This is an optimization exercise on Yosys and OpenROAD, whose aim is small area, not a production implementation.
At most, simulation tests tie the RTL to the original design; equivalence was not proved.
Power and IR drop assume default switching activity.

// kl10_vma
module kl10_vma (
  input clk,
  input ad_13_h,
  input ad_14_h,
  input ad_15_h,
  input ad_16_a_h,
  input ad_17_a_h,
  input ad_18_a_h,
  input ad_19_h,
  input ad_20_h,
  input ad_21_h,
  input ad_22_a_h,
  input ad_23_a_h,
  input ad_24_a_h,
  input ad_25_h,
  input ad_26_h,
  input ad_27_h,
  input ad_28_a_h,
  input ad_29_a_h,
  input ad_30_a_h,
  input ad_31_h,
  input ad_32_h,
  input ad_33_h,
  input ad_34_a_h,
  input ad_35_a_h,
  input con_cond_sel_vma_h,
  input con_cond_vma_gets_num_h,
  input con_datao_apr_l,
  input con_load_prev_context_l,
  input cram_num_00_a_h,
  input cram_num_01_a_h,
  input cram_num_02_a_h,
  input cram_num_03_a_h,
  input cram_num_04_a_h,
  input csh3_gate_vma_27_33_h,
  input ctl1_load_pc_l,
  input diag_04_b_h,
  input diag_05_b_h,
  input diag_06_b_h,
  input diag_read_func_15x_l,
  input mcl1_load_vma_held_l,
  input mcl2_vma_read_or_write_l,
  input mcl4_vma_gets_ad_h,
  input mcl4_vma_inc_h,
  input mcl4_vmax_sel_1_h,
  input mcl4_vmax_sel_2_h,
  input mcl5_vmax_en_l,
  input mcl6_vma_fetch_h,
  input n_con_cond_vma_gets_num_l,
  input n_con_vma_sel_1_h,
  input n_con_vma_sel_2_h,
  input n_mcl2_vma_extended_h,
  input n_mcl5_adr_err_l,
  input n_mcl6_page_uebr_ref_a_l,
  input n_vma1_ac_ref_a_h,
  input n_vma1_local_ac_address_h,
  input n_vma1_misc_eq_0_h,
  input n_vma1_vma_section_0_1_l,
  input n_vma1_vma_section_0_h,
  input n_vma2_vma_12_l,
  input n_vma2_vma_13_l,
  input n_vma2_vma_14_l,
  input n_vma2_vma_15_l,
  input n_vma2_vma_16_l,
  ...
Settings: LEC_CHECK=0, CAP_MARGIN=20, CORE_MARGIN=2, CORE_UTILIZATION=60, CTS_BUF_LIST=sky130_fd_sc_hd__clkbuf_8, SLEW_MARGIN=20; clock period 4.5 ns.
standard.sh (not shown) runs the stock make flow with config.mk's settings and CLKGATE_MAP_FILE= SYNTH_SCRIPT=/design/flow/synth_recipe.tcl, a recipe that flattens the netlist after the stock synthesis.
==> flow/flow/run.sh <==
#!/bin/bash
# Standard layout, with the ports buffered by the smallest buffer cell.
set -euo pipefail
bash standard.sh 'BUFFER_PORTS_ARGS=-buffer_cell sky130_fd_sc_hd__buf_1' finish > make_flow.log 2>&1
The starting point produced a clean layout.
Then changed:
--- a/flow/config.mk
+++ b/flow/config.mk
@@ -10,2 +10 @@
-export CORE_UTILIZATION = 60
-export CTS_BUF_LIST = sky130_fd_sc_hd__clkbuf_8
+export CORE_UTILIZATION = 40
- The new run completed without violations
- sequential cell count does not change
- clock skew decreases by 0.0049 ns
- design area increases by 3.5%
- cell count increases by 6.1%
- setup slack is better by 0.32 ns
- maximum frequency increases by 9.0%
- die area increases by 48%
- synthesized area is unchanged
- sequential power stays flat
No functional check of the RTL was part of any run of this note.

kl10_vma, a different RTL version from the one above (not shown whole).
For scale: ~180 I/O pins.
clock: 4.5 ns
lec_check: 0
cap_margin: 20
core_margin: 2
core_utilization: 60
slew_margin: 20
==> flow/flow/run.sh <==
#!/bin/bash
# The standard layout, with three changes:
#  - synthesis maps the logic with an area-oriented ABC script (flow/area.abc); the
#    registers, their names and cell types are those of the standard synthesis;
#  - the ports are buffered by the smallest buffer cell;
#  - clock tree synthesis inserts no dummy loads.
set -euo pipefail
HERE=$(pwd)
export MY_ABC_SCRIPT=$HERE/flow/area.abc
bash standard.sh SYNTH_SCRIPT=$HERE/flow/synth.tcl \
  'BUFFER_PORTS_ARGS=-buffer_cell sky130_fd_sc_hd__buf_1' \
  'CTS_ARGS=-sink_clustering_enable -repair_clock_nets -dont_use_dummy_load -buf_list sky130_fd_sc_hd__clkbuf_8' \
  finish > make_flow.log 2>&1
==> flow/flow/area.abc <==
&get -n
&st
&syn3
&dch -f
&nf -R 1000 -a
&put
topo
==> flow/flow/synth.tcl <==
# The standard flow's synthesis script, with ABC's mapping script replaced by the one named in MY_ABC_SCRIPT.
proc synth {args} {
  global abc_args
  if { [info exists abc_args] && [info exists ::env(MY_ABC_SCRIPT)] } {
    set i [lsearch -exact $abc_args -script]
    if { $i >= 0 } { lset abc_args [expr {$i + 1}] $::env(MY_ABC_SCRIPT) }
  }
  yosys synth -nofsm -noshare {*}$args
}
source $::env(SCRIPTS_DIR)/synth.tcl
# left out here: clear keep_hierarchy, flatten, clean up, hide names made inside functions, write 1_2_yosys.v
Next try:
- CORE_UTILIZATION: 60 -> 75
Outcome:
- The changed run ran to the end with no violations
- utilization increases by 16 points
- maximum frequency falls by 1.8%
- design area is lower by 0.53%
Next try:
- CAP_MARGIN: 20 -> 5
- CORE_UTILIZATION: 75 -> 60
- SLEW_MARGIN: 20 -> 5
Total power went down by about 1%. Routed wire length drops by about 5.4%. Synthesized area is unchanged. Fmax grows by about 1.8%. Sequential share of layout area decreases by 0.23 points. Global-route usage drops by 8.8 points. Utilization goes down by 16 points. Die area went up by 24%.
Next try:
--- a/flow/flow/run.sh
+++ b/flow/flow/run.sh
@@ -12,2 +12,3 @@
   'CTS_ARGS=-sink_clustering_enable -repair_clock_nets -dont_use_dummy_load -buf_list sky130_fd_sc_hd__clkbuf_8' \
+  GPL_KEEP_OVERFLOW=0 \
   finish > make_flow.log 2>&1
- CAP_MARGIN: 5 -> 20
- SLEW_MARGIN: 5 -> 20
Outcome:
- routed wire length climbs slightly
- clock-buffer cell count does not change
- cell area fell slightly
- synthesized area is unchanged
- worst setup slack degrades by 0.0033 ns
- combinational power stays flat
- total power hardly moves

[afterwards: timing with drivers on the ports]
The flow's constraints put no driver on any port. The routed layouts listed below were extracted and timed again, unchanged, in two steps. Step 1, drivers: a clkbuf_16 drives clk and a buf_2 each remaining input, both assumed. Step 2, shift: input delay + t, output delay - t, t = (earliest + latest rising clock arrival at the registers) / 2. This alone moves slack from input paths to output paths. Three values: ideal ports, drivers, drivers and shift; two values: the first two.
run | t, ns | slack for setup (ns) | hold slack, ns | worst slew at a driven data input, ns
the first run of note 1 | 0.394 | 0.632 / 0.607 / 0.607 | 0.631 / 0.631 / 0.631 | 0.05
the second run of note 1 | 0.395 | 0.951 / 0.923 / 0.923 | 0.617 / 0.617 / 0.617 | 0.05
the first run of note 2 | 0.378 | 0.701 / 0.712 / 0.334 | 0.566 / 0.566 / 0.566 | 0.04
the second run of note 2 | 0.388 | 0.632 / 0.639 / 0.251 | 0.563 / 0.563 / 0.563 | 0.05
the third run of note 2 | 0.378 | 0.701 / 0.712 / 0.334 | 0.566 / 0.566 / 0.566 | 0.04
the fourth run of note 2 | 0.381 | 0.698 / 0.705 / 0.324 | 0.590 / 0.590 / 0.590 | 0.04
After both steps every run listed still meets setup and hold. The setup slack of the second run of note 2, which loses most, moves by +0.007 ns with the drivers and by -0.381 ns with both steps.
